Background: an optimization exercise with open tools, aiming at small area. Do not read the settings as production practice. No activity file was given, so power comes from the tool's default toggle rates.

// fifo
module fifo #(parameter WIDTH=64, parameter DEPTH=8)(input clk, res_n, shift_in, shift_out,
                                                    input [WIDTH-1:0] data_in,
                                                    output reg full, empty,
                                                    output reg [WIDTH-1:0] data_out);
For scale: ~1000 cells after synthesis, about 590 flip-flops, ~20000 sq um of cells after synthesis.
clock: 5.0 ns
lec_check: 0
cap_margin: 0
core_margin: 2
core_utilization: 60
cts_buf_list: sky130_fd_sc_hd__clkbuf_16
cts_cluster_diameter: 60
cts_cluster_size: 30
place_density: 0.75
slew_margin: 0
standard.sh (not shown) runs the stock make flow with config.mk's settings and CLKGATE_MAP_FILE= SYNTH_SCRIPT=/design/flow/synth_recipe.tcl, a recipe that flattens the netlist after the stock synthesis.
==> flow/flow/run.sh <==
#!/bin/bash
set -euo pipefail
export BUFFER_PORTS_ARGS="-buffer_cell sky130_fd_sc_hd__buf_1"
export CTS_ARGS="-sink_clustering_enable -repair_clock_nets -sink_clustering_size 30 -sink_clustering_max_diameter 60 -buf_list {sky130_fd_sc_hd__clkbuf_16} -dont_use_dummy_load"
bash standard.sh finish > standard_flow.log 2>&1
The first run passed the timing, design-rule and antenna checks.
Then changed:
==> flow/run.sh (new file) <==
#!/bin/bash
# synth_recipe.tcl (not shown) runs the flow's synth.tcl, then flattens the netlist and writes it again
# the make line also repeats each setting of config.mk as NAME=value (left out here)
make -C /OpenROAD-flow-scripts/flow DESIGN_CONFIG=/design/flow/config.mk WORK_HOME=/design/flow/orfs CLKGATE_MAP_FILE= SYNTH_SCRIPT=/design/flow/synth_recipe.tcl finish
==> flow/config.mk (replaced) <==
export PLATFORM = sky130hd
export DESIGN_NAME = fifo
export DESIGN_NICKNAME = fifo
export VERILOG_FILES = /design/flow/design.v
export SDC_FILE = /design/flow/constraint.sdc
export NUM_CORES = 4
export LEC_CHECK = 0
export CAP_MARGIN = 20
export CORE_MARGIN = 2
export CORE_UTILIZATION = 40
export PLACE_DENSITY = 0.6
export SLEW_MARGIN = 20
removed: flow/flow/run.sh
removed: flow/standard.sh
The changed run ran to the end with no violations.
Clock skew drops by 0.019 ns.
Utilization drops by 17 points.
Non-clock buffer count climbs by 5.
Then changed:
==> flow/flow/run.sh (new file) <==
#!/bin/bash
set -euo pipefail
export BUFFER_PORTS_ARGS="-buffer_cell sky130_fd_sc_hd__buf_1"
export CTS_ARGS="-sink_clustering_enable -repair_clock_nets -buf_list {sky130_fd_sc_hd__clkbuf_8} -root_buf sky130_fd_sc_hd__clkbuf_8 -sink_clustering_buffer sky130_fd_sc_hd__clkbuf_8 -dont_use_dummy_load"
bash standard.sh finish > standard_flow.log 2>&1
==> flow/standard.sh (new file) <==
#!/bin/bash
# synth_recipe.tcl (not shown) runs the flow's synth.tcl, then flattens the netlist and writes it again
# the make line also repeats each setting of config.mk as NAME=value (left out here)
make -C /OpenROAD-flow-scripts/flow DESIGN_CONFIG=/design/flow/config.mk WORK_HOME=/design/flow/orfs CLKGATE_MAP_FILE= SYNTH_SCRIPT=/design/flow/synth_recipe.tcl "${@:-finish}"
--- a/flow/config.mk
+++ b/flow/config.mk
@@ -7,6 +7,6 @@
 export LEC_CHECK = 0
-export CAP_MARGIN = 20
+export CAP_MARGIN = 0
 export CORE_MARGIN = 2
-export CORE_UTILIZATION = 40
-export PLACE_DENSITY = 0.6
-export SLEW_MARGIN = 20
+export CORE_UTILIZATION = 75
+export PLACE_DENSITY = 0.85
+export SLEW_MARGIN = 0
removed: flow/run.sh
=> The new run finished with timing, DRC and antenna clean. Design area shrinks by about 8%. Combinational power falls by about 24%. Synthesized area stays the same. Routed wire length drops by about 8%. Setup slack improves by 0.24 ns. Core utilization climbs by 35 points. Die area went down by about 46%. Power shrinks by about 14%. Fmax goes up by about 9%. Non-clock buffer count went down by 4.
Then changed:
==> flow/flow/run.sh (replaced) <==
#!/bin/bash
set -euo pipefail
export BUFFER_PORTS_ARGS="-buffer_cell sky130_fd_sc_hd__buf_1"
export CTS_ARGS="-sink_clustering_enable -repair_clock_nets -sink_clustering_size 26 -sink_clustering_max_diameter 45 -buf_list {sky130_fd_sc_hd__clkbuf_8} -root_buf sky130_fd_sc_hd__clkbuf_8 -sink_clustering_buffer sky130_fd_sc_hd__clkbuf_8 -dont_use_dummy_load"
bash standard.sh finish > standard_flow.log 2>&1
--- a/flow/config.mk
+++ b/flow/config.mk
@@ -9,4 +9,7 @@
 export CORE_MARGIN = 2
-export CORE_UTILIZATION = 75
-export PLACE_DENSITY = 0.85
+export CORE_UTILIZATION = 60
+export CTS_BUF_LIST = sky130_fd_sc_hd__clkbuf_16
+export CTS_CLUSTER_DIAMETER = 60
+export CTS_CLUSTER_SIZE = 30
+export PLACE_DENSITY = 0.75
 export SLEW_MARGIN = 0
Flip-flop and latch count stays the same. Total power went down by 9.5%. Global-route usage falls by 6.8 points. Register-to-register slack degrades by 0.11 ns. Design area went down by 2.1%. Via count falls by 4.6%. Hold slack hardly moves. Utilization is lower by 18 points. Worst setup slack is worse by 0.39 ns.
Function was not checked in any run of this note: the RTL went through the layout flow alone.

Setup of build 18:
Starting RTL as in the previous note.
==> flow/config.mk <==
export PLATFORM = sky130hd
export DESIGN_NAME = fifo
export DESIGN_NICKNAME = fifo
export VERILOG_FILES = /design/flow/design.v
export SDC_FILE = /design/flow/constraint.sdc
export NUM_CORES = 4
export LEC_CHECK = 0
export CAP_MARGIN = 0
export CORE_MARGIN = 2
export CORE_UTILIZATION = 60
export CTS_BUF_LIST = sky130_fd_sc_hd__clkbuf_16
export CTS_CLUSTER_DIAMETER = 60
export CTS_CLUSTER_SIZE = 30
export PLACE_DENSITY = 0.75
export SLEW_MARGIN = 0
==> flow/constraint.sdc <==
create_clock -name core_clock -period 5.0 [get_ports {clk}]
set_input_delay 1.0000 -clock core_clock [delete_from_list [all_inputs] [get_ports {clk}]]
set_output_delay 1.0000 -clock core_clock [all_outputs]
set_load 0.01 [all_outputs]
run.sh (not shown) runs the stock make flow with config.mk's settings and CLKGATE_MAP_FILE= SYNTH_SCRIPT=/design/flow/synth_recipe.tcl, a recipe that flattens the netlist after the stock synthesis.
Stock flow here: none of the scripts above is used.
Setup changes, build 18 to build 43
==> flow/config.mk <==
export PLATFORM = sky130hd
export DESIGN_NAME = fifo
export DESIGN_NICKNAME = fifo
export VERILOG_FILES = /design/flow/design.v
export SDC_FILE = /design/flow/constraint.sdc
export NUM_CORES = 4
export LEC_CHECK = 0
export CAP_MARGIN = 20
export CORE_MARGIN = 2
export CORE_UTILIZATION = 60
export CTS_BUF_LIST = sky130_fd_sc_hd__clkbuf_8
export CTS_CLUSTER_DIAMETER = 40
export CTS_CLUSTER_SIZE = 16
export PLACE_DENSITY = 0.75
export SLEW_MARGIN = 20
--- outcome ---
Build 43 has completed all stages; timing, DRC and antenna checks passed.
[diff] clock power, build 43 relative to build 18: regression
Lower minimum clock period was reported by build 43, not build 18.
Build 43 — setup slack 0.017 ns higher, build 18 as reference
Build 43 gives more fraction of area in clock buffers and inverters than build 18 did.
Delta (build 43 minus build 18): combinational power shows no meaningful change; met3 usage rose 1.4 points; routed wire length increased 620 um.
### build 43 -> build 49
==> flow/flow/run.sh (new file) <==
#!/bin/bash
set -euo pipefail
export BUFFER_PORTS_ARGS="-buffer_cell sky130_fd_sc_hd__buf_1"
export CTS_ARGS="-sink_clustering_enable -repair_clock_nets -sink_clustering_size 20 -sink_clustering_max_diameter 50 -buf_list {sky130_fd_sc_hd__clkbuf_8 sky130_fd_sc_hd__clkbuf_16} -root_buf sky130_fd_sc_hd__clkbuf_16 -sink_clustering_buffer sky130_fd_sc_hd__clkbuf_8 -dont_use_dummy_load"
bash standard.sh finish > standard_flow.log 2>&1
==> flow/standard.sh (new file) <==
#!/bin/bash
# synth_recipe.tcl (not shown) runs the flow's synth.tcl, then flattens the netlist and writes it again
# the make line also repeats each setting of config.mk as NAME=value (left out here)
make -C /OpenROAD-flow-scripts/flow DESIGN_CONFIG=/design/flow/config.mk WORK_HOME=/design/flow/orfs CLKGATE_MAP_FILE= SYNTH_SCRIPT=/design/flow/synth_recipe.tcl "${@:-finish}"
==> flow/config.mk <==
export PLATFORM = sky130hd
export DESIGN_NAME = fifo
export DESIGN_NICKNAME = fifo
export VERILOG_FILES = /design/flow/design.v
export SDC_FILE = /design/flow/constraint.sdc
export NUM_CORES = 4
export LEC_CHECK = 0
export CAP_MARGIN = 0
export CORE_MARGIN = 2
export CORE_UTILIZATION = 60
export CTS_BUF_LIST = sky130_fd_sc_hd__clkbuf_16
export CTS_CLUSTER_DIAMETER = 60
export CTS_CLUSTER_SIZE = 30
export PLACE_DENSITY = 0.75
export SLEW_MARGIN = 0
removed: flow/run.sh
## What came out
- Diff build 43 -> build 49 | clock-buffer cell count | decrease of about 35%
- Last element of the critical path: mem[4][49] -> build 49, mem[0][52] -> build 43
- Comparing build 49 and build 43, total buffers and inverters traversed by the critical path is higher on build 43.
- Going from build 43 to build 49, wire length per cell after detailed routing grew by a few percent.
- Minimum period implied by the final worst setup slack was lower in build 43 than in build 49.
## Diff of input files: build 57 against build 49
==> flow/flow/run.sh <==
#!/bin/bash
# Standard layout, with the port buffers made from the smallest buffer cell.
set -euo pipefail
export BUFFER_PORTS_ARGS="-buffer_cell sky130_fd_sc_hd__buf_1"
bash standard.sh finish > standard_flow.log 2>&1
Results
- Via count of the first global-routing pass: build 57 vs build 49 down 40
- Compared with build 49, in build 57 count of clock buffers in the final design moved down; total global routing overflow level.
No functional check of the RTL was part of any run of this note.

Starting RTL as in the previous note.
Settings: LEC_CHECK=0, CAP_MARGIN=0, CORE_MARGIN=2, CORE_UTILIZATION=60, CTS_BUF_LIST=sky130_fd_sc_hd__clkbuf_16, CTS_CLUSTER_DIAMETER=60, CTS_CLUSTER_SIZE=30, PLACE_DENSITY=0.75, SLEW_MARGIN=0; clock period 5.0 ns.
standard.sh (not shown) runs the stock make flow with config.mk's settings and CLKGATE_MAP_FILE= SYNTH_SCRIPT=/design/flow/synth_recipe.tcl, a recipe that flattens the netlist after the stock synthesis.
==> flow/flow/run.sh <==
#!/bin/bash
set -euo pipefail
export BUFFER_PORTS_ARGS="-buffer_cell sky130_fd_sc_hd__buf_1"
export CTS_ARGS="-sink_clustering_enable -repair_clock_nets -sink_clustering_size 12 -sink_clustering_max_diameter 30 -buf_list {sky130_fd_sc_hd__clkbuf_4 sky130_fd_sc_hd__clkbuf_8} -root_buf sky130_fd_sc_hd__clkbuf_8 -sink_clustering_buffer sky130_fd_sc_hd__clkbuf_4 -dont_use_dummy_load"
bash standard.sh finish > standard_flow.log 2>&1
Next try:
==> flow/flow/run.sh (replaced) <==
#!/bin/bash
set -euo pipefail
export BUFFER_PORTS_ARGS="-buffer_cell sky130_fd_sc_hd__buf_1"
export REMOVE_ABC_BUFFERS=1
export CTS_ARGS="-sink_clustering_enable -repair_clock_nets -sink_clustering_size 20 -sink_clustering_max_diameter 50 -buf_list {sky130_fd_sc_hd__clkbuf_8 sky130_fd_sc_hd__clkbuf_16} -root_buf sky130_fd_sc_hd__clkbuf_16 -sink_clustering_buffer sky130_fd_sc_hd__clkbuf_8 -dont_use_dummy_load"
bash standard.sh finish > standard_flow.log 2>&1
CTS_BUF_LIST = unset   (was sky130_fd_sc_hd__clkbuf_16)
CTS_CLUSTER_DIAMETER = unset   (was 60)
CTS_CLUSTER_SIZE = unset   (was 30)
GPL_TIMING_DRIVEN = 0   (was unset)
What happened: Total power drops slightly. Wire length increases by a few percent. Worst setup slack got worse by 110 ps.
Function was not checked in any run of this note: the RTL went through the layout flow alone.

[afterwards: timing with drivers on the ports]
No port has a modelled driver above. Below, the same layouts with a new extraction and two added sets of constraints.
Step 1 assumes that a clkbuf_16 drives the clock port and a buf_2 every other input.
Step 2, shift: input delay + t, output delay - t, t = (earliest + latest rising clock arrival at the registers) / 2. This alone moves slack from input paths to output paths.
Slacks: ideal / step 1 / step 2; pairs: ideal / step 1.
run	shift t [ns]	slack for setup (ns)	worst hold slack (ns)	clock arrival spread, ns	worst register clock-pin slew, ns
the first run of note 1	0.615	2.019 / 2.039 / 1.425	0.456 / 0.456 / 0.456	0.049 / 0.049	0.10 / 0.10
the second run of note 1	0.658	2.174 / 2.189 / 1.531	0.488 / 0.488 / 0.488	0.030 / 0.030	0.07 / 0.07
the third run of note 1	0.617	2.415 / 2.439 / 1.821	0.453 / 0.453 / 0.453	0.045 / 0.045	0.06 / 0.06
the fourth run of note 1	0.619	2.028 / 2.047 / 1.428	0.452 / 0.452 / 0.452	0.085 / 0.084	0.12 / 0.12
build 18	0.637	2.142 / 2.168 / 1.531	0.480 / 0.480 / 0.480	0.030 / 0.030	0.10 / 0.10
build 43	0.659	2.159 / 2.181 / 1.522	0.479 / 0.479 / 0.479	0.027 / 0.027	0.10 / 0.10
build 49	0.557	1.969 / 1.990 / 1.433	0.474 / 0.474 / 0.474	0.052 / 0.052	0.11 / 0.11
build 57	0.635	2.069 / 2.093 / 1.458	0.483 / 0.483 / 0.483	0.023 / 0.022	0.11 / 0.11
the first run of note 3	0.633	2.018 / 2.038 / 1.404	0.438 / 0.438 / 0.438	0.113 / 0.113	0.12 / 0.12
the second run of note 3	0.559	1.912 / 1.939 / 1.380	0.457 / 0.457 / 0.457	0.047 / 0.048	0.11 / 0.11
After both steps every run listed still meets setup and hold. For the second run of note 1, which loses most, drivers alone change the setup slack by +0.015 ns; drivers and shift together by -0.643 ns.
